This is an optimization exercise on Yosys and OpenROAD, whose aim is small area, a short achievable clock period and few clock cycles per item, not a production implementation.
The RTL was checked by simulation tests, not by an equivalence proof against the original design.

<file path="design/flow/design.v">
typedef enum logic [16-1:0] {
    MTIME_LOW_R     = 16'hbff8,
    MTIME_HIGH_R    = 16'hbffc,
    MTIMECMP_LOW_R  = 16'h4000,
    MTIMECMP_HIGH_R = 16'h4004
} type_mtime_regs_e;
localparam int unsigned CSR_MTVEC_BASE_ALIGN_VECTOR = 6;
localparam int unsigned CSR_MTVEC_BASE_ALIGN_DIRECT = 2;
localparam int unsigned MODE_BIT = 0;
localparam int unsigned CSR_STVEC_BASE_ALIGN_VECTOR = 6;
localparam int unsigned CSR_STVEC_BASE_ALIGN_DIRECT = 2;
typedef enum logic [11:0] {
    CSR_ADDR_MVENDORID  = 12'hF11,
    CSR_ADDR_MARCHID    = 12'hF12,
    CSR_ADDR_MIMPID     = 12'hF13,
    CSR_ADDR_MHARTID    = 12'hF14,
    CSR_ADDR_MSTATUS    = 12'h300,   
    CSR_ADDR_MISA       = 12'h301,   
    CSR_ADDR_MEDELEG    = 12'h302,   
    CSR_ADDR_MIDELEG    = 12'h303,   
    CSR_ADDR_MIE        = 12'h304,   
    CSR_ADDR_MTVEC      = 12'h305,   
    CSR_ADDR_MCOUNTEREN = 12'h306,   
    CSR_ADDR_MSTATUSH   = 12'h310,   
    CSR_ADDR_MSCRATCH   = 12'h340,   
    CSR_ADDR_MEPC       = 12'h341,   
    CSR_ADDR_MCAUSE     = 12'h342,   
    CSR_ADDR_MTVAL      = 12'h343,   
    CSR_ADDR_MIP        = 12'h344,   
    CSR_ADDR_SSTATUS    = 12'h100,
    CSR_ADDR_SIE        = 12'h104,
    CSR_ADDR_STVEC      = 12'h105,
    CSR_ADDR_SCOUNTEREN = 12'h106,
    CSR_ADDR_SSCRATCH   = 12'h140,
    CSR_ADDR_SEPC       = 12'h141,
    CSR_ADDR_SCAUSE     = 12'h142,
    CSR_ADDR_STVAL      = 12'h143,
    CSR_ADDR_SIP        = 12'h144,
    CSR_ADDR_SATP       = 12'h180,
    CSR_ADDR_PMPCFG0   = 12'h3A0,
    CSR_ADDR_PMPADDR0  = 12'h3B0,
    CSR_ADDR_PMPADDR1  = 12'h3B1,
    CSR_ADDR_PMPADDR2  = 12'h3B2,
    CSR_ADDR_PMPADDR3  = 12'h3B3,
    CSR_ADDR_MCYCLE        = 12'hB00,
    CSR_ADDR_MCYCLEH       = 12'hB80,
    CSR_ADDR_MINSTRET      = 12'hB02,
    CSR_ADDR_MINSTRETH     = 12'hB82,
    CSR_ADDR_MHPMCOUNTER3  = 12'hB03,
    CSR_ADDR_MHPMCOUNTER3H = 12'hB83,
    CSR_ADDR_MCOUNTINHIBIT = 12'h320,
    CSR_ADDR_CYCLE         = 12'hC00,
    CSR_ADDR_TIME          = 12'hC01,
    CSR_ADDR_INSTRET       = 12'hC02,
    CSR_ADDR_CYCLEH        = 12'hC80,
    CSR_ADDR_TIMEH         = 12'hC81,
    CSR_ADDR_INSTRETH      = 12'hC82
} type_csr_addr_e;
localparam int unsigned EXC_CODE_WIDTH = 4;
typedef enum logic [EXC_CODE_WIDTH-1:0] {
    EXC_CODE_INSTR_MISALIGN        = 4'd0,      
    EXC_CODE_INSTR_ACCESS_FAULT    = 4'd1,      
    EXC_CODE_ILLEGAL_INSTR         = 4'd2,      
    EXC_CODE_BREAKPOINT            = 4'd3,      
    EXC_CODE_LD_ADDR_MISALIGN      = 4'd4,      
    EXC_CODE_LD_ACCESS_FAULT       = 4'd5,      
    EXC_CODE_ST_ADDR_MISALIGN      = 4'd6,      
    EXC_CODE_ST_ACCESS_FAULT       = 4'd7,      
    EXC_CODE_ECALL_UMODE           = 4'd8,      
    EXC_CODE_ECALL_SMODE           = 4'd9,      
    EXC_CODE_ECALL_MMODE           = 4'd11,     
    EXC_CODE_INST_PAGE_FAULT       = 4'd12,     
    EXC_CODE_LD_PAGE_FAULT         = 4'd13,     
    EXC_CODE_ST_PAGE_FAULT         = 4'd15,     
    EXC_CODE_NO_EXCEPTION          = 4'd14      
} type_exc_code_e;
localparam int unsigned S_SOFT_INT_IDX  = 1;
localparam int unsigned M_SOFT_INT_IDX  = 3;
localparam int unsigned S_TIMER_INT_IDX = 5;
localparam int unsigned M_TIMER_INT_IDX = 7;
localparam int unsigned S_EXT_INT_IDX   = 9;
localparam int unsigned M_EXT_INT_IDX   = 11;
localparam logic [32-1:0] MIE_SSIP = 1 << S_SOFT_INT_IDX;
localparam logic [32-1:0] MIE_MSIP = 1 << M_SOFT_INT_IDX;
localparam logic [32-1:0] MIE_STIP = 1 << S_TIMER_INT_IDX;
localparam logic [32-1:0] MIE_MTIP = 1 << M_TIMER_INT_IDX;
localparam logic [32-1:0] MIE_SEIP = 1 << S_EXT_INT_IDX;
localparam logic [32-1:0] MIE_MEIP = 1 << M_EXT_INT_IDX;
localparam logic [32-1:0] MIE_MASK = MIE_SSIP | MIE_STIP | MIE_SEIP | MIE_MSIP | MIE_MTIP | MIE_MEIP;
localparam logic [32-1:0] MIP_MASK = MIE_MASK;
localparam logic [32-1:0] SIE_MASK = MIE_SSIP | MIE_STIP | MIE_SEIP;
localparam logic [32-1:0] SIP_MASK = SIE_MASK;
localparam logic [32-1:0] SIE_SSIP = MIE_SSIP;
localparam logic [32-1:0] SIP_SSIP = SIE_SSIP;
localparam int unsigned IRQ_CODE_WIDTH = 4;
typedef enum logic [IRQ_CODE_WIDTH-1:0] {
    IRQ_CODE_NONE       = 4'd0,
    IRQ_CODE_S_SOFTWARE = 4'd1,      
    IRQ_CODE_M_SOFTWARE = 4'd3,      
    IRQ_CODE_S_TIMER    = 4'd5,      
    IRQ_CODE_M_TIMER    = 4'd7,      
    IRQ_CODE_S_EXTERNAL = 4'd9,      
    IRQ_CODE_M_EXTERNAL = 4'd11      
} type_irq_code_e;
typedef enum logic[1:0] {
    PRIV_MODE_M = 2'b11,
    PRIV_MODE_S = 2'b01,
    PRIV_MODE_U = 2'b00
} type_priv_mode_e;
 typedef struct packed {
    logic              sd;      
    logic [7:0]        wpri3;   
    logic              tsr;     
    logic              tw;      
    logic              tvm;     
    logic              mxr;     
    logic              sum;     
    logic              mprv;    
    logic [1:0]        xs;      
    logic [1:0]        fs;      
    type_priv_mode_e   mpp;     
    logic [1:0]        vs;      
    logic              spp;     
    logic              mpie;    
    logic              ube;     
    logic              spie;    
    logic              wpri2;   
    logic              mie;     
    logic              wpri1;   
    logic              sie;     
    logic              wpri0;   
} type_status_reg_s;
localparam logic [32-1:0] STATUS_SIE  = 'h00000002;
localparam logic [32-1:0] STATUS_SPIE = 'h00000020;
localparam logic [32-1:0] STATUS_UBE  = 'h00000040;
localparam logic [32-1:0] STATUS_SPP  = 'h00000100;
localparam logic [32-1:0] STATUS_VS   = 'h00000600;
localparam logic [32-1:0] STATUS_FS   = 'h00006000;
localparam logic [32-1:0] STATUS_XS   = 'h00018000;
localparam logic [32-1:0] STATUS_SUM  = 'h00040000;
localparam logic [32-1:0] STATUS_MXR  = 'h00080000;
localparam logic [32-1:0] STATUS_SD   = 'h80000000;
localparam logic [32-1:0] SSTATUS_READ_MASK  = STATUS_SIE | STATUS_SPIE
                                                | STATUS_UBE | STATUS_SPP
                                                | STATUS_VS  | STATUS_FS
                                                | STATUS_XS  | STATUS_SUM
                                                | STATUS_MXR | STATUS_SD;
localparam logic [32-1:0] SSTATUS_WRITE_MASK = STATUS_SIE | STATUS_SPIE
                                                | STATUS_SPP | STATUS_FS
                                                | STATUS_SUM | STATUS_MXR;
localparam logic [32-1:0] SATP_ASID_MASK  = 'h803FFFFF;
localparam SATP_MODE_WIDTH = 1;
localparam SATP_ASID_WIDTH = 9;
localparam SATP_PPN_WIDTH  = 22;
localparam MODE_SV32       = 1;
typedef struct packed {
    logic [SATP_MODE_WIDTH-1:0] mode;
    logic [SATP_ASID_WIDTH-1:0] asid;
    logic [SATP_PPN_WIDTH-1:0]  ppn;
} type_satp_reg_s;
localparam TVEC_MODE_WIDTH = 2;
localparam TVEC_BASE_WIDTH = 30;
typedef struct packed {
    logic [TVEC_BASE_WIDTH-1:0] base;
    logic [TVEC_MODE_WIDTH-1:0] mode;
} type_tvec_reg_s;
typedef struct packed {
    logic [14:0]                warl7;    
    logic                       uart;
    logic [3:0]                 warl6;
    logic                       meie;     
    logic                       warl5;
    logic                       seie;     
    logic                       warl4;
    logic                       mtie;     
    logic                       warl3;
    logic                       stie;     
    logic                       warl2;
    logic                       msie;     
    logic                       warl1;
    logic                       ssie;     
    logic                       warl0;
} type_mie_reg_s;
typedef struct packed {
    logic [14:0]                warl7;    
    logic                       uart;
    logic [3:0]                 warl6;
    logic                       meip;     
    logic                       warl5;
    logic                       seip;     
    logic                       warl4;
    logic                       mtip;     
    logic                       warl3;
    logic                       stip;     
    logic                       warl2;
    logic                       msip;     
    logic                       warl1;
    logic                       ssip;     
    logic                       warl0;
} type_mip_reg_s;
typedef struct packed {
    logic [14:0]                warl10;    
    logic                       uart;
    logic [3:0]                 warl9;
    logic                       warl8;   
    logic                       warl7;
    logic                       seie;     
    logic                       warl6;
    logic                       warl5;    
    logic                       warl4;
    logic                       stie;     
    logic                       warl3;
    logic                       warl2;    
    logic                       warl1;
    logic                       ssie;     
    logic                       warl0;
} type_sie_reg_s;
typedef struct packed {
    logic [14:0]                warl10;    
    logic                       uart;
    logic [3:0]                 warl9;
    logic                       warl8;   
    logic                       warl7;
    logic                       seip;     
    logic                       warl6;
    logic                       warl5;    
    logic                       warl4;
    logic                       stip;     
    logic                       warl3;
    logic                       warl2;    
    logic                       warl1;
    logic                       ssip;     
    logic                       warl0;
} type_sip_reg_s;
typedef struct packed {
    logic [27:0]               warl1;
    logic                       hpm3;
    logic                       ir;
    logic                       warl0;
    logic                       cy;
} type_mcountinhibit_reg_s;
 typedef enum logic [3:0] {
    AMO_OPS_NONE = '0,
    AMO_OPS_LR,
    AMO_OPS_SC,
    AMO_OPS_SWAP,
    AMO_OPS_ADD,
    AMO_OPS_XOR,
    AMO_OPS_AND,
    AMO_OPS_OR,
    AMO_OPS_MIN,
    AMO_OPS_MAX,
    AMO_OPS_MINU,
    AMO_OPS_MAXU
} type_amo_ops_e;
typedef enum logic [2:0] {
    AMO_IDLE  = 3'h0,
    AMO_LOAD  = 3'h1,
    AMO_OP    = 3'h2,
    AMO_ST    = 3'h3,
    AMO_DONE  = 3'h4
} type_amo_states_e;
typedef struct packed {                            
    type_amo_ops_e                   amo_ops;              
    logic                            is_amo; 
    logic                            amo_flush; 
    logic                            ack;  
} type_lsu2amo_ctrl_s;
typedef struct packed {                            
    logic [32-1:0]                lsu_addr;
    logic [32-1:0]                rs2_operand;
    logic [32-1:0]                r_data; 
} type_lsu2amo_data_s;
typedef struct packed {                      
    logic                            amo_done;      
    logic                            ld_req;     
    logic                            st_req; 
    logic                            rd_wr_req;
} type_amo2lsu_ctrl_s;
typedef struct packed {                            
    logic [32-1:0]                w_data; 
    logic [32-1:0]                amo_wrb_data; 
} type_amo2lsu_data_s;
typedef enum logic [4:0] {
    OPCODE_LOAD_INST      = 5'b00000,
    OPCODE_STORE_INST     = 5'b01000,
    OPCODE_MEM_FENCE_INST = 5'b00011,
    OPCODE_IMM_INST       = 5'b00100,
    OPCODE_AUIPC_INST     = 5'b00101,
    OPCODE_ARITH_INST     = 5'b01100,
    OPCODE_LUI_INST       = 5'b01101,
    OPCODE_BRANCH_INST    = 5'b11000,
    OPCODE_JALR_INST      = 5'b11001,
    OPCODE_JAL_INST       = 5'b11011,
    OPCODE_AMO_INST       = 5'b01011,
    OPCODE_SYSTEM_INST    = 5'b11100
} type_rv_opcode_e;
typedef enum logic {
    ALU_OPR1_PC = '0,        
    ALU_OPR1_REG             
} type_alu_opr1_sel_e;
typedef enum logic {
    ALU_OPR2_IMM = '0,      
    ALU_OPR2_REG            
} type_alu_opr2_sel_e;
typedef enum logic {
    ALU_CMP_OPR2_IMM = '0,  
    ALU_CMP_OPR2_REG        
} type_alu_cmp_opr2_sel_e;
typedef enum logic [3:0] {
    ALU_I_OPS_NONE = '0,    
    ALU_I_OPS_ADD,           
    ALU_I_OPS_SUB,           
    ALU_I_OPS_AND,           
    ALU_I_OPS_OR,            
    ALU_I_OPS_XOR,           
    ALU_I_OPS_SLT,           
    ALU_I_OPS_SLTU,          
    ALU_I_OPS_SLL,           
    ALU_I_OPS_SRL,           
    ALU_I_OPS_SRA,           
    ALU_I_OPS_COPY_OPR1,     
    ALU_I_OPS_COPY_OPR2      
} type_alu_i_ops_e;
typedef enum logic [3:0] {
    ALU_M_OPS_NONE = '0,    
    ALU_M_OPS_MUL    =  4'b0100,         
    ALU_M_OPS_MULH   =  4'b0101,         
    ALU_M_OPS_MULHSU =  4'b0110,         
    ALU_M_OPS_MULHU  =  4'b0111,         
    ALU_M_OPS_DIV    =  4'b1000,           
    ALU_M_OPS_DIVU   =  4'b1001,          
    ALU_M_OPS_REM    =  4'b1010,           
    ALU_M_OPS_REMU   =  4'b1011           
} type_alu_m_ops_e;
typedef enum logic [2:0] {
    BR_OPS_NONE = '0,   
    BR_OPS_EQ,           
    BR_OPS_NE,           
    BR_OPS_GE,           
    BR_OPS_GEU,          
    BR_OPS_LT,           
    BR_OPS_LTU           
} type_br_ops_e;
typedef enum logic [2:0] {
    LD_OPS_NONE = '0,
    LD_OPS_LB,
    LD_OPS_LBU,
    LD_OPS_LH,
    LD_OPS_LHU,
    LD_OPS_LW
} type_ld_ops_e;
typedef enum logic [1:0] {
    ST_OPS_NONE = '0,
    ST_OPS_SB,
    ST_OPS_SH,
    ST_OPS_SW
} type_st_ops_e;
typedef enum logic [2:0] {
    RD_WRB_NONE = '0,
    RD_WRB_ALU,                            
    RD_WRB_INC_PC,                         
    RD_WRB_DMEM,                           
    RD_WRB_CSR,                            
    RD_WRB_M_ALU                           
} type_rd_wrb_sel_e;
 typedef enum logic [2:0] {
    SYS_OPS_NONE = '0,
    SYS_OPS_SFENCE_VMA,
    SYS_OPS_SRET,
    SYS_OPS_MRET,
    SYS_OPS_WFI 
} type_sys_ops_e;
 typedef enum logic [1:0] {
    CSR_OPS_NONE = '0,
    CSR_OPS_WRITE,
    CSR_OPS_SET,
    CSR_OPS_CLEAR
} type_csr_ops_e;
typedef enum logic {
    CSR_OPR_REG = '0,        
    CSR_OPR_IMM              
} type_csr_opr_sel_e;
typedef struct packed {                            
    logic [32-1:0]                addr;
    logic                            req; 
} type_if2imem_s;
typedef struct packed {                            
    logic [32-1:0]                r_data;
    logic                            ack;  
} type_imem2if_s;
typedef struct packed {
    logic [32-1:0]                instr;
} type_pf2if_data_s;
typedef struct packed {
    logic       [1:0]               fifo_valid;
    logic                           stall;
    logic                           ack;
} type_pf2if_ctrl_s;
typedef struct packed {
    logic [32-1:0]               pc_ff;
    logic                           instr_req;
    logic                           is_comp;
    logic                           clear;
} type_if2pf_s;
typedef struct packed {                            
    logic [32-1:0]                instr;
    logic [32-1:0]                pc;
    logic [32-1:0]                pc_next;
    type_exc_code_e                  exc_code;
    logic                            instr_flushed;
} type_if2id_data_s;
typedef struct packed {                            
    logic                            exc_req;
} type_if2id_ctrl_s;
typedef struct packed {                            
    logic [32-1:0]                rs1_data;     
    logic [32-1:0]                rs2_data;
    logic [32-1:0]                instr;
    logic [32-1:0]                pc;
    logic [32-1:0]                pc_next;
    logic [32-1:0]                imm;  
    type_exc_code_e                  exc_code;
    logic                            instr_flushed;   
} type_id2exe_data_s;
typedef struct packed {                           
    type_alu_i_ops_e                 alu_i_ops;
    type_alu_m_ops_e                 alu_m_ops;
    type_ld_ops_e                    ld_ops;
    type_st_ops_e                    st_ops;
    type_br_ops_e                    branch_ops;
    type_csr_ops_e                   csr_ops;
    type_amo_ops_e                   amo_ops;
    type_sys_ops_e                   sys_ops;
    type_alu_opr1_sel_e              alu_opr1_sel;
    type_alu_opr2_sel_e              alu_opr2_sel;
    type_alu_cmp_opr2_sel_e          alu_cmp_opr2_sel;
    type_csr_opr_sel_e               csr_opr_sel;
    type_rd_wrb_sel_e                rd_wrb_sel;
    logic                            exc_req;
    logic                            rd_wr_req;
    logic                            jump_req;
    logic                            branch_req;
    logic                            fence_i_req;
    logic                            fence_req;
} type_id2exe_ctrl_s;
typedef struct packed {                            
    logic [32-1:0]                alu_result;
    logic [32-1:0]                pc_next;
    logic [32-1:0]                rs2_data;
} type_exe2lsu_data_s;
typedef struct packed {  
    logic [4:0]                      rd_addr;                         
    type_rd_wrb_sel_e                rd_wrb_sel;
    type_ld_ops_e                    ld_ops;
    type_st_ops_e                    st_ops;
    type_amo_ops_e                   amo_ops;
    logic                            rd_wr_req;
    logic                            jump_req;
    logic                            branch_req;
    logic                            fence_req;
} type_exe2lsu_ctrl_s;
typedef struct packed {                            
    logic [11:0]                     csr_addr;
    logic [32-1:0]                pc;
    logic [32-1:0]                instr;
    logic [32-1:0]                csr_wdata;  
    type_exc_code_e                  exc_code; 
    logic                            instr_flushed;     
} type_exe2csr_data_s;
typedef struct packed {                           
    type_csr_ops_e                   csr_ops;
    type_sys_ops_e                   sys_ops;
    logic                            exc_req;
    logic                            csr_rd_req;
    logic                            csr_wr_req;
    logic                            fence_i_req;
} type_exe2csr_ctrl_s;
typedef struct packed {                           
    type_ld_ops_e                    ld_ops;
    type_st_ops_e                    st_ops;
    logic                            ld_page_fault;
    logic                            st_page_fault;
    logic                            dcache_flush_ack;  
} type_lsu2csr_ctrl_s;
typedef struct packed {                            
    logic [32-1:0]                dbus_addr;
    logic [32-1:0]                pc_next; 
} type_lsu2csr_data_s;
typedef struct packed {                            
    logic [32-1:0]                csr_rdata;     
} type_csr2wrb_data_s;
typedef struct packed { 
    logic [32-1:0]                csr_mhartid;                           
    logic [1:0]                      ext_irq;   
    logic                            timer_irq;   
    logic                            soft_irq; 
    logic                            uart_irq;    
} type_pipe2csr_s;
typedef struct packed {                            
    logic [32-1:0]                alu_result;
    logic [32-1:0]                pc_next;
    logic [32-1:0]                r_data;  
    logic [5-1:0]           rd_addr; 
} type_lsu2wrb_data_s;
typedef struct packed {                           
    type_rd_wrb_sel_e                rd_wrb_sel;
    logic                            rd_wr_req;
} type_lsu2wrb_ctrl_s;
typedef struct packed {                            
    logic [32-1:0]                addr;
    logic [32-1:0]                w_data;
    type_st_ops_e                    st_ops;
    logic                            ld_req;  
    logic                            st_req;  
} type_lsu2dbus_s;
typedef struct packed {                            
    logic [32-1:0]                r_data;
    logic                            ack;  
} type_dbus2lsu_s;
typedef struct packed {                            
    logic [32-1:0]                addr;
    logic [32-1:0]                w_data;
    logic [3:0]                      sel_byte;  
    logic                            w_en;  
    logic                            req;
} type_dbus2peri_s;
typedef struct packed {                            
    logic [32-1:0]                r_data;
    logic                            ack;  
} type_peri2dbus_s;
typedef struct packed {                            
    logic [32-1:0]                pc_new;
} type_exe2if_fb_s;
typedef struct packed {                            
    logic [32-1:0]                pc_new;
    logic                            icache_flush;  
} type_csr2if_fb_s;
typedef struct packed {                            
    type_priv_mode_e                 priv_mode;
} type_csr2id_fb_s;
typedef struct packed {                            
    logic [32-1:0]                rd_data;
    logic [5-1:0]           rd_addr;
    logic                            rd_wr_req;  
} type_wrb2id_fb_s;
typedef struct packed {                        
    logic [5-1:0]           rd_addr;
    logic                            rd_wr_req;  
    logic                            lsu_req;
    logic                            lsu_ack;   
} type_lsu2fwd_s;
typedef struct packed {                            
    logic [5-1:0]           rd_addr;
    logic                            rd_wr_req;    
} type_wrb2fwd_s;
typedef struct packed {                            
    logic [5-1:0]           rs1_addr;
    logic [5-1:0]           rs2_addr;
    logic                            new_pc_req;  
    logic                            use_rs1;
    logic                            use_rs2; 
} type_exe2fwd_s;
typedef struct packed {                            
    logic                            new_pc_req; 
    logic                            irq_flush_lsu;
    logic                            wfi_req; 
    logic                            csr_read_req;
} type_csr2fwd_s;
typedef struct packed {  
    logic                            exe_new_pc_req;                            
    logic                            csr_new_pc_req;
    logic                            wfi_req; 
    logic                            if_stall;
} type_fwd2if_s;
typedef struct packed {                            
    logic                            fwd_wrb_rs1;
    logic                            fwd_wrb_rs2; 
    logic                            fwd_lsu_rs1;
    logic                            fwd_lsu_rs2; 
} type_fwd2exe_s;
typedef struct packed {  
    logic                            if2id_pipe_flush; 
    logic                            if2id_pipe_stall;
    logic                            id2exe_pipe_flush;  
    logic                            id2exe_pipe_stall; 
    logic                            exe2lsu_pipe_stall;
    logic                            exe2lsu_pipe_flush;
    logic                            lsu2wrb_pipe_flush; 
    logic                            pipe_fwd_wrb_rs1; 
    logic                            pipe_fwd_wrb_rs2;                          
} type_fwd2ptop_s;
typedef struct packed {  
    logic                            pipe_stall; 
    logic                            irq_stall;                           
} type_fwd2csr_s;
typedef struct packed {  
    logic                            lsu_flush;                           
} type_fwd2lsu_s;
typedef struct packed {                            
    logic [22-1:0]           satp_ppn;  
    logic                            en_vaddr;
    logic                            en_ld_st_vaddr;
    logic                            mxr; 
    logic                            lsu_flush;  
    logic                            tlb_flush;
    logic                            dcache_flush;
} type_csr2lsu_data_s;
typedef struct packed {                            
    logic [32-1:0]                timer_val;  
    logic                            flag;
} type_clint2csr_s;
typedef struct packed {                            
    logic [32-1:0]                reg_data;
    logic [5-1:0]           reg_addr;
    logic                            reg_wr_req;  
} type_debug_port_s;
typedef struct packed {                            
    logic [32-1:0]                alu_operand_1;     
    logic [32-1:0]                alu_operand_2; 
    type_alu_m_ops_e                 alu_m_ops;
} type_exe2mul_s;
typedef struct packed {                            
    logic                            mul_req;
    logic                            mul_ack;
} type_mul2fwd_s;
typedef struct packed {                            
    logic  [32-1:0]                alu_m_result;   
} type_mul2wrb_s;
typedef enum logic [1:0] {
    MULDIV_IDLE  = 2'h0,
    MULDIV_START = 2'h1,
    MULDIV_DONE  = 2'h2
} type_muldiv_states_e;
module muldiv_top (
    input  logic               clk,
    input  logic               rst_n,
    input  logic [3:0]         op_i,
    input  logic [31:0]        opr1_i,
    input  logic [31:0]        opr2_i,
    input  logic               flush_i,
    output logic               busy_o,
    output logic               done_o,
    output logic [31:0]        result_o
);
localparam int S  = 4;            
localparam int BW = 36;           
localparam int CW = 4;            
function automatic logic [5:0] clz32(input logic [31:0] x);
    logic [15:0]      v1;
    logic [15:0][0:0] c1;
    logic [7:0]       v2;
    logic [7:0][1:0]  c2;
    logic [3:0]       v3;
    logic [3:0][2:0]  c3;
    logic [1:0]       v4;
    logic [1:0][3:0]  c4;
    logic             v5;
    logic [4:0]       c5;
    for (int k = 0; k < 16; k++) begin
        v1[k] = x[2*k+1] | x[2*k];
        c1[k] = ~x[2*k+1];
    end
    for (int k = 0; k < 8; k++) begin
        v2[k] = v1[2*k+1] | v1[2*k];
        c2[k] = v1[2*k+1] ? {1'b0, c1[2*k+1]} : {1'b1, c1[2*k]};
    end
    for (int k = 0; k < 4; k++) begin
        v3[k] = v2[2*k+1] | v2[2*k];
        c3[k] = v2[2*k+1] ? {1'b0, c2[2*k+1]} : {1'b1, c2[2*k]};
    end
    for (int k = 0; k < 2; k++) begin
        v4[k] = v3[2*k+1] | v3[2*k];
        c4[k] = v3[2*k+1] ? {1'b0, c3[2*k+1]} : {1'b1, c3[2*k]};
    end
    v5 = v4[1] | v4[0];
    c5 = v4[1] ? {1'b0, c4[1]} : {1'b1, c4[0]};
    clz32 = v5 ? {1'b0, c5} : 6'd32;
endfunction
logic              mul_q;       
logic              div_q;       
logic              imm_q;       
logic              rem_q;       
logic              bz_q;        
logic              hi_q;        
logic              neg_q;       
logic [CW-1:0]     cnt_q;       
logic [32:0]       a_q;         
logic [BW-1:0]     b_q;         
logic [31:0]       q_q;         
logic              done_q;
logic              oneg_q;      
logic [31:0]       res_q;
logic        last_iter;
logic        take;
logic        is_div;
logic        sgn_a, sgn_b;      
logic        na, nb;            
logic [31:0] ua, ub;
logic [5:0]  lza, lzb;          
logic [5:0]  clza, clzb;        
logic [5:0]  dd;
logic        bz, imm;
logic [3:0]  dsh4;              
assign last_iter = ~imm_q & (cnt_q == CW'(1));
assign busy_o    = div_q & ~imm_q & ~last_iter;
assign take      = ~busy_o & ~flush_i & (op_i != 4'b0000);
assign is_div    = op_i[3];
always_comb begin
    if (is_div) begin
        sgn_a = ~op_i[0];
        sgn_b = ~op_i[0];
    end else begin
        sgn_a = (op_i[1:0] == 2'b01) | (op_i[1:0] == 2'b10);
        sgn_b = (op_i[1:0] == 2'b01);
    end
end
assign na   = sgn_a & opr1_i[31];
assign nb   = sgn_b & opr2_i[31];
assign ua   = na ? (~opr1_i + 32'd1) : opr1_i;
assign ub   = nb ? (~opr2_i + 32'd1) : opr2_i;
assign lza  = clz32(na ? ~opr1_i : opr1_i);
assign lzb  = clz32(nb ? ~opr2_i : opr2_i);
assign clza = na ? (lza - 6'd1) : lza;
assign clzb = lzb;
assign bz   = (opr2_i == 32'd0);
assign imm  = bz | (clza > clzb);
assign dd   = clzb - clza;
assign dsh4 = dd[5:2];
logic [63:0] prod;
booth33 mul_u (.a(a_q), .b(b_q[32:0]), .p(prod));
logic [31:0]    r_it;
logic [S-1:0]   qb_it;
localparam int DW = BW + 2;       
logic [31:0]    r_k  [3];           
logic [DW-1:0]  bh_k [2], bf_k [2];
logic [DW-1:0]  d1_k [2], d2_k [2], d3_k [2];
logic           ge1_k [2], ge2_k [2], ge3_k [2];
assign r_k[0] = a_q[31:0];
for (genvar k = 0; k < 2; k++) begin : g_r4
    assign bf_k[k] = DW'(b_q >> (2*k));         
    assign bh_k[k] = DW'(b_q >> (2*k+1));       
    logic [DW-1:0] cs_s, cs_c;
    assign cs_s = DW'(r_k[k]) ^ ~bf_k[k] ^ ~bh_k[k];
    assign cs_c = (DW'(r_k[k]) & ~bf_k[k]) | (DW'(r_k[k]) & ~bh_k[k]) | (~bf_k[k] & ~bh_k[k]);
    sub_ge #(.W(DW)) s1 (.a(DW'(r_k[k])), .b(bh_k[k]), .d(d1_k[k]), .ge(ge1_k[k]));
    sub_ge #(.W(DW)) s2 (.a(DW'(r_k[k])), .b(bf_k[k]), .d(d2_k[k]), .ge(ge2_k[k]));
    add_pf #(.W(DW)) s3 (.a(cs_s), .b({cs_c[DW-2:0], 1'b1}), .s(d3_k[k]));
    assign ge3_k[k] = ~d3_k[k][DW-1];
    assign qb_it[3-2*k] = ge2_k[k];
    assign qb_it[2-2*k] = ge3_k[k] | (ge1_k[k] & ~ge2_k[k]);
    assign r_k[k+1]     = ge3_k[k] ? d3_k[k][31:0] :
                          ge2_k[k] ? d2_k[k][31:0] :
                          ge1_k[k] ? d1_k[k][31:0] : r_k[k];
end
assign r_it = r_k[2];
always_ff @(posedge clk or negedge rst_n) begin
    if (~rst_n) begin
        mul_q  <= 1'b0;
        div_q  <= 1'b0;
        done_q <= 1'b0;
    end else if (flush_i) begin
        mul_q  <= 1'b0;
        div_q  <= 1'b0;
        done_q <= 1'b0;
    end else begin
        done_q <= mul_q | (div_q & (imm_q | last_iter));
        mul_q  <= take & ~is_div;
        if (take)
            div_q <= is_div;
        else if (imm_q | last_iter)
            div_q <= 1'b0;
    end
end
always_ff @(posedge clk) begin
    if (take) begin
        hi_q  <= (op_i[1:0] != 2'b00);
        rem_q <= op_i[1];
        bz_q  <= bz;
        imm_q <= ~is_div | imm;
        cnt_q <= dsh4 + 4'd1;
        neg_q <= op_i[1] ? na : ((na ^ nb) & ~bz);
        q_q   <= '0;
        if (is_div) begin
            a_q <= {1'b0, ua};
            b_q <= BW'({ub, 3'b000}) << {dsh4, 2'b00};
        end else begin
            a_q <= {na, opr1_i};
            b_q <= BW'({nb, opr2_i});
        end
    end else if (div_q & ~imm_q) begin
        a_q   <= {1'b0, r_it};
        b_q   <= b_q >> S;
        q_q   <= {q_q[31-S:0], qb_it};
        cnt_q <= cnt_q - CW'(1);
    end
    if (mul_q | (div_q & (imm_q | last_iter)))
        oneg_q <= div_q & neg_q;
    if (mul_q)
        res_q <= hi_q ? prod[63:32] : prod[31:0];
    else if (div_q & imm_q)
        res_q <= rem_q ? a_q[31:0] : {32{bz_q}};
    else if (div_q & last_iter)
        res_q <= rem_q ? r_it : {q_q[31-S:0], qb_it};
end
assign done_o   = done_q;
assign result_o = oneg_q ? (~res_q + 32'd1) : res_q;
endmodule
module booth33 (
    input  logic [32:0] a,
    input  logic [32:0] b,
    output logic [63:0] p
);
    logic [35:0] bx;
    logic [33:0] ax;
    logic [63:0] rows [17];
    logic [63:0] negs;
    logic [63:0] kconst;
    assign bx = {b[32], b[32], b, 1'b0};
    assign ax = {a[32], a};
    always_comb begin
        logic [33:0] pp;
        logic        s1, s2, ng;
        negs   = '0;
        kconst = '0;
        for (int i = 0; i < 17; i++) begin
            s1 = bx[2*i+1] ^ bx[2*i];
            s2 = (bx[2*i+2] & ~bx[2*i+1] & ~bx[2*i]) | (~bx[2*i+2] & bx[2*i+1] & bx[2*i]);
            ng = bx[2*i+2];
            for (int j = 0; j < 34; j++)
                pp[j] = ((s1 & ax[j]) | (s2 & (j == 0 ? 1'b0 : ax[j-1]))) ^ ng;
            rows[i]   = 64'({~pp[33], pp[32:0]}) << (2*i);
            negs[2*i] = ng;
            kconst    = kconst - (64'd1 << (33 + 2*i));
        end
    end
    always_comb begin
        p = negs + kconst;
        for (int i = 0; i < 17; i++)
            p = p + rows[i];
    end
endmodule
module sub_ge #(parameter int W = 38) (
    input  logic [W-1:0] a,
    input  logic [W-1:0] b,
    output logic [W-1:0] d,
    output logic         ge
);
    localparam int L = $clog2(W);
    logic [W-1:0] p0;
    logic [W-1:0] g [L+1];
    logic [W-1:0] p [L+1];
    assign p0   = a ^ ~b;
    assign p[0] = p0;
    assign g[0] = (a & ~b) | {{(W-1){1'b0}}, p0[0]};
    for (genvar l = 0; l < L; l++) begin : g_lvl
        for (genvar i = 0; i < W; i++) begin : g_bit
            if ((i >> l) & 1) begin : g_m
                localparam int J = ((i >> l) << l) - 1;
                assign g[l+1][i] = g[l][i] | (p[l][i] & g[l][J]);
                assign p[l+1][i] = p[l][i] & p[l][J];
            end else begin : g_t
                assign g[l+1][i] = g[l][i];
                assign p[l+1][i] = p[l][i];
            end
        end
    end
    assign d  = p0 ^ {g[L][W-2:0], 1'b1};
    assign ge = g[L][W-1];
endmodule
module add_pf #(parameter int W = 38) (
    input  logic [W-1:0] a,
    input  logic [W-1:0] b,
    output logic [W-1:0] s
);
    logic [W-1:0] d;
    logic         ge;
    sub_ge #(.W(W)) u (.a(a), .b(~b), .d(s), .ge(ge));
endmodule
</file>
<file path="design/flow/run.sh">
#!/bin/bash
# synth_recipe.tcl (not shown) runs the flow's synth.tcl, then flattens the netlist and writes it again
# the make line also repeats each setting of config.mk as NAME=value (left out here)
make -C /OpenROAD-flow-scripts/flow DESIGN_CONFIG=/design/flow/config.mk WORK_HOME=/design/flow/orfs CLKGATE_MAP_FILE= SYNTH_SCRIPT=/design/flow/synth_recipe.tcl finish
</file>
<file path="design/flow/config.mk">
export PLATFORM = sky130hd
export DESIGN_NAME = muldiv_top
export DESIGN_NICKNAME = muldiv_top
export VERILOG_FILES = /design/flow/design.v
export SDC_FILE = /design/flow/constraint.sdc
export NUM_CORES = 4
export LEC_CHECK = 0
export CAP_MARGIN = 20
export CORE_MARGIN = 2
export CORE_UTILIZATION = 55
export PLACE_DENSITY = 0.7
export SETUP_SLACK_MARGIN = 5
export SLEW_MARGIN = 20
export TNS_END_PERCENT = 100
</file>
<file path="design/flow/constraint.sdc">
create_clock -name core_clock -period 14.0 [get_ports {clk}]
set_input_delay 2.8000 -clock core_clock [delete_from_list [all_inputs] [get_ports {clk}]]
set_output_delay 2.8000 -clock core_clock [all_outputs]
set_load 0.01 [all_outputs]
</file>
==> results of run 1 <==
[flip-flops by register name (all words and copies together), names as in the netlist, 4 cells and up]
signal,count
cnt_q,4
b_q,36
q_q,28
a_q,33
res_q,32
[logic make-up (layout without fill, tap and decap cells)]
logic type      after synthesis  count (layout)
flops                       142             142
other cells                   0               1
fa+ha+maj                   985             985
compound gates             1741            1742
mux                         126             126
simple gates                996             996
xor+xnor                    786             786
buf+inv                    1118            1038
[how the worst max path moves through the flow]
stage / slack (ns) / end / startpoint / cells after the start
2_1_floorplan: 5.13 / res_q[24] / b_q[27] / 33
3_3_place_gp: 3.04 / res_q[28] / b_q[3] / 26
3_5_place_dp: 3.12 / res_q[28] / b_q[3] / 30
4_1_cts: 4.98 / res_q[28] / b_q[5] / 33
5_1_grt: 4.96 / res_q[28] / b_q[5] / 35
6_report: 5.01 / res_q[16] / b_q[11] / 32
[stage by stage]
step	setup slack (ns)	cell area, µm²
final	5.01	54000
after global routing	4.96	54000
after CTS	4.98	52500
after detailed placement	3.12	51300
after global placement	3.04	51200
after floorplan	5.13	49400
[synth_stat cells (110+ instances only)]
master	count	share of area (%)
xnor2_1	674	12
inv_1	623	4.7
fa_1	543	22
a22oi_1	508	7.7
ha_1	442	11
clkbuf_1	407	3.1
o21ai_0	305	3.1
a21oi_1	304	3.1
nand2_1	285	2.2
nor2_1	249	1.9
edfxtp_1	111	6.7
xor2_1	110	1.9
[worst max-delay path: cells and delay by family (launching register included)]
family,cells,cell delay [ns]
AO/OA/AOI/OAI,12,2.83
flip-flops,1,0.45
adder cells (fa/ha/maj),7,3.48
AND/OR/NAND/NOR,1,0.10
XOR/XNOR,2,0.66
buffers and inverters,10,1.15
[final cells by class]
class | instances | area (µm²) | share of cell area (%)
antenna | 1 | 2.50 | 0.00464
timing repair buffer | 372 | 3690 | 6.84
clock inverter | 13 | 128 | 0.236
sequential | 142 | 3970 | 7.35
clock buffer | 19 | 443 | 0.820
inverter | 634 | 2460 | 4.56
tap | 1165 | 1460 | 2.70
multi-input combinational | 4635 | 41800 | 77.5
[routing by layer]
layer  GRT usage [%]  part of all wire (%)  wire (µm)
met3            11.3                    12      24000
met4            25.8                   7.7      15800
met1            51.7                    36      73600
met2            67.3                    44      90500
met5               0                 0.012         25
[repair_timing]
item,CTS,global route
cloned,0,8
setup endpoints to repair,101,97
gates resized for setup,115,170
pin swaps,3,16
buffers inserted,27,87
[cells in the final DEF, fill, tap and decap left out, types with 29 or more instances in the layout]
cell / netlist / routed
xnor2_1: 674 / 672
inv_1: 623 / 607
fa_1: 543 / 543
a22oi_1: 508 / 503
ha_1: 442 / 434
o21ai_0: 305 / 297
a21oi_1: 304 / 294
nand2_1: 285 / 281
nor2_1: 249 / 240
buf_4: 3 / 192
edfxtp_1: 111 / 111
xor2_1: 110 / 109
clkdlybuf4s50_1: 0 / 104
a21o_1: 94 / 94
mux2i_1: 94 / 94
nand3_1: 92 / 92
nor3_1: 82 / 80
a22o_1: 56 / 56
a31oi_1: 51 / 48
a211oi_1: 43 / 41
o211ai_1: 41 / 41
nand2b_1: 37 / 36
o21a_1: 37 / 35
and3_1: 35 / 35
nand4_1: 32 / 32
or3_1: 33 / 32
mux2_2: 32 / 32
buf_6: 1 / 29
==> out/qor.yml, run 1 <==
status: "finished clean"
path_clk_slew_ns: 0.07
avgSynthCellArea_um2: 8.38
synth-async-reset-ratio_pct: 2.11
r2r_setup_slack_ns: 5.01
setup_tns_ns: 0
syn_area_um2: 49400
min_from: "q_q[0]"
hp-class: "flip-flop to flip-flop"
grt_pass1_vias: 46400
hold_viol: 0
syn_nets: 6950
reg2reg_depth: 32
fillers: 8050
muxShareOfSynthArea_pct: 2.63
r2r-end: "res_q[16]"
numCtsBuffers: 17
synthToLayoutAreaGrowth_pct: 9.24
via_count: 47600
root_buffer: "clkbuf_16"
numClockSinks: 142
dieArea_um2: 92300
crit_type: "flip-flop to flip-flop"
slowest_stage: "fa_1"
ios: 105
h-tree-depth: 4
yosysSeqAreaShare_pct: 8.03
holdWs_ns: 0.465
yosys.area_share.simple_pct: 9.69
drive_above_1_share_pct: 8.72
gp_congestion: 1.06
start_kind: "flip-flop"
rsz0062_at_grt: "no"
ys_warn_count: 19
via_per_inst: 6.82
grt_pass1_wl_um: 298000
drt.antenna.violating_nets: 0
synth_compound_area_share_pct: 23.9
first_pass_iters: 7
die_w_um: 304
max_freq_mhz: 111
finalNonFillerCells: 6981
start_util_pct: 55.7
row_count: 109
grt_max_degree: 74
first_iter_violations: 6247
holdBufCountCts: 0
worstPathMaxFanout: 33
synth.distinct_cells: 94
tightestPinTransition_ns: 0.975
period_needed_ns: 8.99
min_path_cells: 2
grt-ovfl-total: 0
post-route-period-util_pct: 64.2
timing.max_cap.violations: 0
clockBufferDepth: 2
wl_per_cell_um: 29.2
slowest_delay_ns: 0.56
antenna_found_initial: 5
wirelength_um: 204000
finalSetupViolations: 0
synth_ff_type: "edfxtp_1"
synth_cells: 5894
die_y_um: 304
yosys_register_bits: 142
utilization_pct: 60.9
numPortBuffers: 104
hpwlAfterDp_um: 148000
route.detailed.drc: 0
insertion_delay_ns: 0.44
core_um2: 88600
crit_required_ns: 14.21
synth_top_family_by_area: "adder cells"
cp.arrival_ns: 9.20
worst_clock_skew_ns: 0.0165
worstReg2RegStart: "b_q[11]"
nets: 6858
slew_violations: 0
synth_fa_ha_area_share_pct: 33.2
dp.cells: 6826
grt_usage_pct: 42.4
slew_headroom_pct: 35.0
min_to: "q_q[0]"
worstSetupEndpointType: "flip-flop"
synth_edf_count: 111
cts_tree: "done"
synth-xor-area-share_pct: 14.0
cp_common_cell: "fa_1"
Testbench counts, summed over its fixed seeds: cycles 3,733, ops 2,400.
==> run 2, diff against run 1 <==
--- a/design/flow/config.mk
+++ b/design/flow/config.mk
@@ -9,6 +9,4 @@
 export CORE_MARGIN = 2
-export CORE_UTILIZATION = 55
-export PLACE_DENSITY = 0.7
-export SETUP_SLACK_MARGIN = 5
+export CORE_UTILIZATION = 40
+export PLACE_DENSITY = 0.6
 export SLEW_MARGIN = 20
-export TNS_END_PERCENT = 100
==> out/qor.yml, run 2 <==
yosysMostFrequentCell: "xnor2_1"
yosys_register_bits: 142  # unchanged
synth_top_area_share_pct: 22.0  # unchanged
tightestPinTransition_ns: 1.08  # +0.105 ns
die_w_um: 355  # +17%
cp_common_cell: "a21oi_1"
die_y_um: 355  # +17%
crit_type: "flip-flop to flip-flop"
antenna_found_initial: 11  # +6
route.detailed.drc: 0  # unchanged
root_buffer: "clkbuf_16"
fin_ws_ns: 3.37  # -1.64 ns
finalSetupViolations: 0  # unchanged
grt-ovfl-total: 0  # unchanged
gp_congestion: 1.06  # +0.38%
cp-startpoint: "b_q[7]"
setup_tns_ns: 0  # unchanged
start_kind: "flip-flop"
min_from: "q_q[0]"
h-tree-depth: 4  # unchanged
synth-async-reset-ratio_pct: 2.11  # unchanged
dieArea_um2: 126000  # +37%
post-route-period-util_pct: 75.9  # +12 points
max_freq_mhz: 94.1  # -15%
synth.top_cells.by_count: "674 x xnor2_1, 623 x inv_1, 543 x fa_1, 508 x a22oi_1, 442 x ha_1"
via_per_inst: 6.39  # -6.3%
hp-class: "flip-flop to flip-flop"
syn_area_um2: 49400  # unchanged
crit_required_ns: 14.16  # -0.05 ns
timing.max_cap.violations: 0  # unchanged
grt_pass1_vias: 46200  # -0.24%
slowest_delay_ns: 0.85  # +0.29 ns
final_common_cell: "xnor2_1"
cts_setup_buffers: 0  # -100%
largest_reg_flops: 36  # unchanged
first_iter_violations: 5801  # -7.1%
slew_headroom_pct: 27.8  # -7.2 points
synth_top_cell_by_area: "fa_1"
wl_met1_um: 80300  # +9.0%
holdBufCountCts: 0  # unchanged
period_needed_ns: 10.63  # +1.64 ns
slowest_stage: "nor2_1"
synthTopCellsByArea: "fa_1 22%, xnor2_1 12%, ha_1 11%"
synth_ff_type: "edfxtp_1"
slew_violations: 0  # unchanged
final_cell_mix: "674 x xnor2_1, 621 x inv_1, 543 x fa_1"
worstReg2RegStart: "b_q[7]"
post_cts_resized: 0  # -100%
wl_per_cell_um: 29.0  # -0.81%
top_regs: "b_q (36), a_q (33), res_q (32)"
critical-path-top-delay-family: "compound AO/OA/AOI/OAI gates"
wl_met3_um: 21000  # -13%
grt_usage_pct: 33.0  # -9.4 points
critPathBufInv: 6  # -4
worstSetupEndpointType: "flip-flop"
worst_clock_skew_ns: 0.0140  # -0.00247 ns
insertion_delay_ns: 0.45  # about the same
nets: 6743  # -1.7%
fillers: 12300  # +53%
hold_viol: 0  # unchanged
numCtsBuffers: 17  # unchanged
grt_max_degree: 71  # -4.1%
wl_met2_um: 96500  # +6.7%
synthToLayoutAreaGrowth_pct: 6.16
ios: 105  # unchanged
worstPathMaxFanout: 33  # unchanged
synth_cells: 5894  # unchanged
utilization_pct: 42.9  # -18 points
maxUsedRoutingLayer: "met5"
grt_pass1_wl_um: 311000  # +4.6%
yosysSeqAreaShare_pct: 8.03  # unchanged
syn_nets: 6950  # unchanged
clockBufferDepth: 2  # unchanged
via_count: 46800  # -1.7%
row_count: 128  # +17%
start_util_pct: 40.4  # -15 points
rsz0062_at_grt: "no"
avgSynthCellArea_um2: 8.38  # unchanged
core_um2: 122000  # +38%
numPortBuffers: 104  # unchanged
first_pass_iters: 6  # -1
synth_edf_count: 111  # unchanged
dp_slack_ns: 3.81  # +0.685 ns
synth.distinct_cells: 94  # unchanged
drive_above_1_share_pct: 5.23  # -3.5 points
hpwlAfterDp_um: 154000  # +3.9%
numClockSinks: 142  # unchanged
drt.antenna.violating_nets: 0  # unchanged
ys_warn_count: 19  # unchanged
wirelength_um: 212000  # +4.2%
status: "finished clean"
path_clk_slew_ns: 0.07  # about the same
top_register: "b_q"
cp.arrival_ns: 10.79  # +1.59 ns
cts_tree: "done"
==> run 2: per-stage QoR <==
stage	cell area, µm²	hold slack [ns]	instances
after floorplan	49400	0.432	5894
after global placement	51900	0.453	7293
after detailed placement	51900	0.453	7293
after CTS	52400	0.461	7325
after global routing	52400	0.503	7325
final	52500	0.462	7330
==> run 2: final timing paths <==
check | endpoint | slack (ns) | cells after the start
worst min register to register | q_q[0] | 0.46 | 2
max in group asynchronous | mul_q | 11.25 | 1
worst min-delay path | q_q[0] | 0.46 | 2
worst max-delay path | res_q[15] | 3.37 | 31
worst max register to register | res_q[15] | 3.37 | 31
min in group asynchronous | mul_q | 2.56 | 1
==> run 2: layout make-up <==
type	instances	area, µm²	share of cell area [%]
clock inverter	9	95.1	0.181
sequential	142	3970	7.57
tap	1625	2030	3.88
inverter	634	2380	4.54
clock buffer	23	479	0.913
timing repair buffer	258	2200	4.19
multi-input combinational	4634	41300	78.7
antenna	5	12.5	0.0239
==> run 2: worst reg2reg max path: cells and delay by family, from the launching register on <==
| kind | cells | cell delay (ns) |
|---|---|---|
| simple gates | 2 | 1.01 |
| compound gates | 19 | 5.91 |
| flops | 1 | 0.36 |
| fa+ha+maj | 4 | 1.40 |
| buf+inv | 6 | 1.64 |
==> run 2: cell families (layout without fill, tap and decap cells) <==
| logic type | after synthesis | in the layout | synth area share, % |
|---|---|---|---|
| buffers and inverters | 1118 | 924 | 8.56 |
| flip-flops | 142 | 142 | 8.03 |
| adder cells (fa/ha/maj) | 985 | 985 | 33.2 |
| AO/OA/AOI/OAI | 1741 | 1741 | 23.9 |
| AND/OR/NAND/NOR | 996 | 996 | 9.69 |
| multiplexers | 126 | 126 | 2.63 |
| XOR/XNOR | 786 | 786 | 14.0 |
| other | 0 | 5 | 0 |
==> run 2: per-layer routing <==
layer  GRT usage, %  vias to the layer above
li1               -                    20200
met1           41.0                    23200
met3           7.19                      674
met4           18.4                        8
met2           53.3                     2775
met5              0                        -

-- static timing again, ports no longer ideal --
Ports are ideal in the flow. The routed layouts listed here were re-timed in OpenROAD.
Step 1, drivers: a clkbuf_16 drives clk and a buf_2 each remaining input, both assumed.
Step 2, shift: input delay + t, output delay - t, t = (earliest + latest rising clock arrival at the registers) / 2. This alone moves slack from input paths to output paths.
Slacks: ideal / step 1 / step 2; pairs: ideal / step 1.
run	t, ns	slack for setup (ns)	worst setup path at the end	pins driven straight from the clock port
run 1	0.490	5.008 / 5.008 / 4.832	input to register	1
run 2	0.516	3.371 / 3.371 / 3.371	register to register	1
After both steps setup and hold are still met in every run listed. For run 1, which loses most, drivers alone change the setup slack by 0.000 ns; drivers and shift together by -0.176 ns.
